This is an optimization exercise on Yosys and OpenROAD, whose aim is small area, a short achievable clock period and few clock cycles, not a production implementation.
At most, simulation tests tie the RTL to the original design; equivalence was not proved.
Power and IR drop assume default switching activity.

== zinc ==
==> module axi4_lite_slave, before the edit <==
module axi4_lite_slave #(
    parameter int unsigned ADDR_WIDTH = 32,
    parameter int unsigned DATA_WIDTH = 32
)(
    input  logic                  aclk,
    input  logic                  aresetn,         
    input  logic [ADDR_WIDTH-1:0] awaddr,
    input  logic                  awvalid,
    output logic                  awready,
    input  logic [DATA_WIDTH-1:0] wdata,
    input  logic [3:0]            wstrb,
    input  logic                  wvalid,
    output logic                  wready,
    output logic [1:0]            bresp,
    output logic                  bvalid,
    input  logic                  bready,
    input  logic [ADDR_WIDTH-1:0] araddr,
    input  logic                  arvalid,
    output logic                  arready,
    output logic [DATA_WIDTH-1:0] rdata,
    output logic [1:0]            rresp,
    output logic                  rvalid,
    input  logic                  rready
);
    localparam int unsigned NUM_REGS = 16;
    function automatic logic addr_ok(input logic [ADDR_WIDTH-1:0] a);
        addr_ok = (a[1:0] == 2'b00) && (a[ADDR_WIDTH-1:6] == '0);
    endfunction
    logic [DATA_WIDTH-1:0] reg_file [0:NUM_REGS-1];
    logic                  aw_v, w_v;      
    logic                  wr_go;          
    logic [3:0]            aw_idx;
    logic                  aw_ok;
    logic [DATA_WIDTH-1:0] w_data;
    logic [3:0]            w_strb;
    logic                  awready_r, wready_r;
    logic                  b0_v, b1_v;     
    logic                  b0_err, b1_err;
    logic aw_hs, w_hs, pair, aw_v_n, w_v_n, push, push_ok, pop;
    logic b0_v_n, b1_v_n;
    assign aw_hs   = awvalid & awready_r;
    assign w_hs    = wvalid & wready_r;
    assign pair    = aw_v & w_v;               
    assign aw_v_n  = aw_hs | (aw_v & ~pair);
    assign w_v_n   = w_hs  | (w_v  & ~pair);
    assign push    = aw_v_n & w_v_n;           
    assign push_ok = aw_hs ? addr_ok(awaddr) : aw_ok;
    assign pop     = b0_v & bready;
    assign b0_v_n  = b1_v | push | (b0_v & ~pop);
    assign b1_v_n  = ~pop & (b1_v | (b0_v & push));
    assign awready = awready_r;
    assign wready  = wready_r;
    assign bvalid  = b0_v;
    assign bresp   = {b0_err, 1'b0};
    always_ff @(posedge aclk) begin
        if (aw_hs) begin
            aw_idx <= awaddr[5:2];
            aw_ok  <= addr_ok(awaddr);
        end
        if (w_hs) begin
            w_data <= wdata;
            w_strb <= wstrb;
        end
        b0_err <= ((~b0_v | pop) & (b1_v ? b1_err : ~push_ok)) | (b0_v & ~pop & b0_err);
        if (~b1_v | pop) b1_err <= ~push_ok;
    end
    always_ff @(posedge aclk) begin
        if (!aresetn) begin
            aw_v      <= 1'b0;
            w_v       <= 1'b0;
            wr_go     <= 1'b0;
            b0_v      <= 1'b0;
            b1_v      <= 1'b0;
            awready_r <= 1'b1;
            wready_r  <= 1'b1;
        end else begin
            aw_v      <= aw_v_n;
            w_v       <= w_v_n;
            wr_go     <= push & push_ok;
            b0_v      <= b0_v_n;
            b1_v      <= b1_v_n;
            awready_r <= ~(aw_v_n & ~w_v_n) & ~b1_v_n;
            wready_r  <= ~(w_v_n & ~aw_v_n) & ~b1_v_n;
        end
    end
    logic [DATA_WIDTH-1:0] wr_d;
    assign wr_d = w_data & {DATA_WIDTH{aresetn}};
    always_ff @(posedge aclk) begin
        for (int i = 0; i < NUM_REGS; i++)
            for (int b = 0; b < 4; b++)
                if (!aresetn || (wr_go && aw_idx == 4'(i) && w_strb[b]))
                    reg_file[i][8*b +: 8] <= wr_d[8*b +: 8];
    end
    logic                  arready_r;
    logic                  rvalid_r, v1, v2;
    logic [3:0]            idx0, idx1, idx2;
    logic                  ok0, ok1, ok2;
    logic [DATA_WIDTH-1:0] rdata_r;
    logic                  rerr_r;
    logic ar_hs, take, ar_ok, v2_n, s_ok;
    logic [3:0] ar_idx, s_idx;
    logic [NUM_REGS-1:0] s_sel;
    logic [DATA_WIDTH-1:0] rd_mux;
    assign ar_hs  = arvalid & arready_r;
    assign ar_idx = araddr[5:2];
    assign ar_ok  = addr_ok(araddr);
    assign take   = ~rvalid_r | rready;         
    assign v2_n   = ~take & (v2 | (v1 & ar_hs));
    assign s_idx  = take ? idx1 : idx0;
    assign s_ok   = take ? ok1  : ok0;
    logic [NUM_REGS*DATA_WIDTH-1:0] rf_flat;
    always_comb begin
        for (int i = 0; i < NUM_REGS; i++) begin
            s_sel[i] = s_ok && (s_idx == 4'(i));
            rf_flat[i*DATA_WIDTH +: DATA_WIDTH] = reg_file[i];
        end
    end
    axi4_lite_slave_rdmux #(.N(NUM_REGS), .W(DATA_WIDTH)) u_rdmux (
        .sel (s_sel),
        .din (rf_flat),
        .dout(rd_mux)
    );
    assign arready = arready_r;
    assign rvalid  = rvalid_r;
    assign rdata   = rdata_r;
    assign rresp   = {rerr_r, 1'b0};
    always_ff @(posedge aclk) begin
        if (take) begin
            idx0 <= idx1;
            ok0  <= ok1;
        end
        if (take | ~v1) begin
            idx1 <= (take & v2) ? idx2 : ar_idx;
            ok1  <= (take & v2) ? ok2  : ar_ok;
        end
        if (~v2) begin
            idx2 <= ar_idx;
            ok2  <= ar_ok;
        end
        rdata_r <= rd_mux;
        rerr_r  <= ~s_ok;
    end
    always_ff @(posedge aclk) begin
        if (!aresetn) begin
            rvalid_r  <= 1'b0;
            v1        <= 1'b0;
            v2        <= 1'b0;
            arready_r <= 1'b1;
        end else begin
            rvalid_r  <= v1 | ~take;
            v1        <= (take ? v2 : v1) | ar_hs;
            v2        <= v2_n;
            arready_r <= ~v2_n;
        end
    end
endmodule
clock: 4.0 ns
lec_check: 0
cap_margin: 20
core_margin: 2
core_utilization: 40
cts_cluster_diameter: 80
cts_cluster_size: 25
setup_slack_margin: 2.0
slew_margin: 20
synth_hierarchical: 1
standard.sh (not shown) runs the stock make flow with config.mk's settings and CLKGATE_MAP_FILE= SYNTH_SCRIPT=/design/flow/synth_recipe.tcl, a recipe that flattens the netlist after the stock synthesis.
==> flow/flow/run.sh <==
#!/bin/bash
# Standard ORFS layout, with the I/O port buffers made from a small buffer
# cell (buffer_ports -buffer_cell) instead of the one OpenROAD picks itself.
set -euo pipefail
EXTRA=()
[[ -f flow/extra_args ]] && mapfile -t EXTRA < flow/extra_args
bash standard.sh "BUFFER_PORTS_ARGS=-buffer_cell sky130_fd_sc_hd__buf_1" "${EXTRA[@]}" finish > make_finish.log 2>&1
Testbench counts of zinc, summed over its fixed seeds: cycles 3,735.
The following lists how ember was set up differently from zinc:
diff --git a/flow/design.v b/flow/design.v
--- a/flow/design.v
+++ b/flow/design.v
@@ -27,11 +27,11 @@
         addr_ok = (a[1:0] == 2'b00) && (a[ADDR_WIDTH-1:6] == '0);
     endfunction
     logic [DATA_WIDTH-1:0] reg_file [0:NUM_REGS-1];
     logic                  aw_v, w_v;      
     logic                  wr_go;          
-    logic [3:0]            aw_idx;
+    logic [NUM_REGS-1:0]   aw_sel;         
     logic                  aw_ok;
     logic [DATA_WIDTH-1:0] w_data;
     logic [3:0]            w_strb;
     logic                  awready_r, wready_r;
     logic                  b0_v, b1_v;     
@@ -52,11 +52,12 @@
     assign wready  = wready_r;
     assign bvalid  = b0_v;
     assign bresp   = {b0_err, 1'b0};
     always_ff @(posedge aclk) begin
         if (aw_hs) begin
-            aw_idx <= awaddr[5:2];
+            for (int i = 0; i < NUM_REGS; i++)
+                aw_sel[i] <= addr_ok(awaddr) && (awaddr[5:2] == 4'(i));
             aw_ok  <= addr_ok(awaddr);
         end
         if (w_hs) begin
             w_data <= wdata;
             w_strb <= wstrb;
@@ -74,11 +75,11 @@
             awready_r <= 1'b1;
             wready_r  <= 1'b1;
         end else begin
             aw_v      <= aw_v_n;
             w_v       <= w_v_n;
-            wr_go     <= push & push_ok;
+            wr_go     <= push;
             b0_v      <= b0_v_n;
             b1_v      <= b1_v_n;
             awready_r <= ~(aw_v_n & ~w_v_n) & ~b1_v_n;
             wready_r  <= ~(w_v_n & ~aw_v_n) & ~b1_v_n;
         end
@@ -86,37 +87,44 @@
     logic [DATA_WIDTH-1:0] wr_d;
     assign wr_d = w_data & {DATA_WIDTH{aresetn}};
     always_ff @(posedge aclk) begin
         for (int i = 0; i < NUM_REGS; i++)
             for (int b = 0; b < 4; b++)
-                if (!aresetn || (wr_go && aw_idx == 4'(i) && w_strb[b]))
+                if (!aresetn || (wr_go && aw_sel[i] && w_strb[b]))
                     reg_file[i][8*b +: 8] <= wr_d[8*b +: 8];
     end
     logic                  arready_r;
     logic                  rvalid_r, v1, v2;
     logic [3:0]            idx0, idx1, idx2;
     logic                  ok0, ok1, ok2;
     logic [DATA_WIDTH-1:0] rdata_r;
     logic                  rerr_r;
     logic ar_hs, take, ar_ok, v2_n, s_ok;
-    logic [3:0] ar_idx, s_idx;
+    logic [3:0] ar_idx;
     logic [NUM_REGS-1:0] s_sel;
     logic [DATA_WIDTH-1:0] rd_mux;
     assign ar_hs  = arvalid & arready_r;
     assign ar_idx = araddr[5:2];
     assign ar_ok  = addr_ok(araddr);
     assign take   = ~rvalid_r | rready;         
     assign v2_n   = ~take & (v2 | (v1 & ar_hs));
-    assign s_idx  = take ? idx1 : idx0;
     assign s_ok   = take ? ok1  : ok0;
     logic [NUM_REGS*DATA_WIDTH-1:0] rf_flat;
+    logic [NUM_REGS-1:0] sel0, sel1;
     always_comb begin
         for (int i = 0; i < NUM_REGS; i++) begin
-            s_sel[i] = s_ok && (s_idx == 4'(i));
+            sel0[i] = ok0 && (idx0 == 4'(i));
+            sel1[i] = ok1 && (idx1 == 4'(i));
             rf_flat[i*DATA_WIDTH +: DATA_WIDTH] = reg_file[i];
         end
     end
+    axi4_lite_slave_selmux #(.N(NUM_REGS)) u_selmux (
+        .s   (take),
+        .a   (sel0),
+        .b   (sel1),
+        .y   (s_sel)
+    );
     axi4_lite_slave_rdmux #(.N(NUM_REGS), .W(DATA_WIDTH)) u_rdmux (
         .sel (s_sel),
         .din (rf_flat),
         .dout(rd_mux)
     );
@@ -166,5 +174,15 @@
         dout = '0;
         for (int i = 0; i < N; i++)
             dout = dout | (din[i*W +: W] & {W{sel[i]}});
     end
 endmodule
+module axi4_lite_slave_selmux #(
+    parameter int unsigned N = 16
+)(
+    input  logic         s,
+    input  logic [N-1:0] a,
+    input  logic [N-1:0] b,
+    output logic [N-1:0] y
+);
+    assign y = s ? b : a;
+endmodule
Notes after the runs:
Min via count of the first global-routing pass across ember and zinc: zinc
ember vs zinc: design area up slightly
Re area fraction in compound gates after synthesis: ember is 1.5 points down on zinc.
Compared to zinc, ember has floorplan die height 1.8% higher.
ember ended up with sky130_fd_sc_hd__edfxtp_1 as its worst-path cell with the longest stage delay; zinc ended up with sky130_fd_sc_hd__dfxtp_2.
ember vs zinc on pin count of the biggest net entering global routing: ember is the higher one.
Sequential cell count sits higher in ember than in zinc.
ember: power higher than zinc
Re met3 capacity usage during global routing: ember is 1.7 points up on zinc.
Only the layout flow was run in ember; the RTL was not checked for function there.

==> re-timing with driven ports <==
In the flow no input, the clock included, has a driving cell. The finished layouts below were timed again as built, in two steps.
Step 1 (the two cells are an assumption about what drives the block):
set clk [get_ports {aclk}]
set_driving_cell -lib_cell sky130_fd_sc_hd__clkbuf_16 $clk
set_driving_cell -lib_cell sky130_fd_sc_hd__buf_2 [delete_from_list [all_inputs] $clk]
Step 2 adds t to the input delays and takes it off the output delays; t is the mean of the earliest and latest rising clock arrival at the registers after step 1. Input paths then give back, and output paths get back, about the clock's delay inside the block.
a / b / c = ideal / step 1 / step 2; a / b = the first two.
run | t, ns | slack for setup (ns) | clock arrival spread, ns | worst register clock-pin slew, ns
zinc | 0.655 | 1.660 / 1.660 / 1.081 | 0.027 / 0.027 | 0.10 / 0.10
ember | 0.673 | 1.827 / 1.827 / 1.360 | 0.030 / 0.029 | 0.11 / 0.11
After both steps setup and hold are still met in every run listed. The setup slack of zinc, which loses most, moves by 0.000 ns with the drivers and by -0.579 ns with both steps.
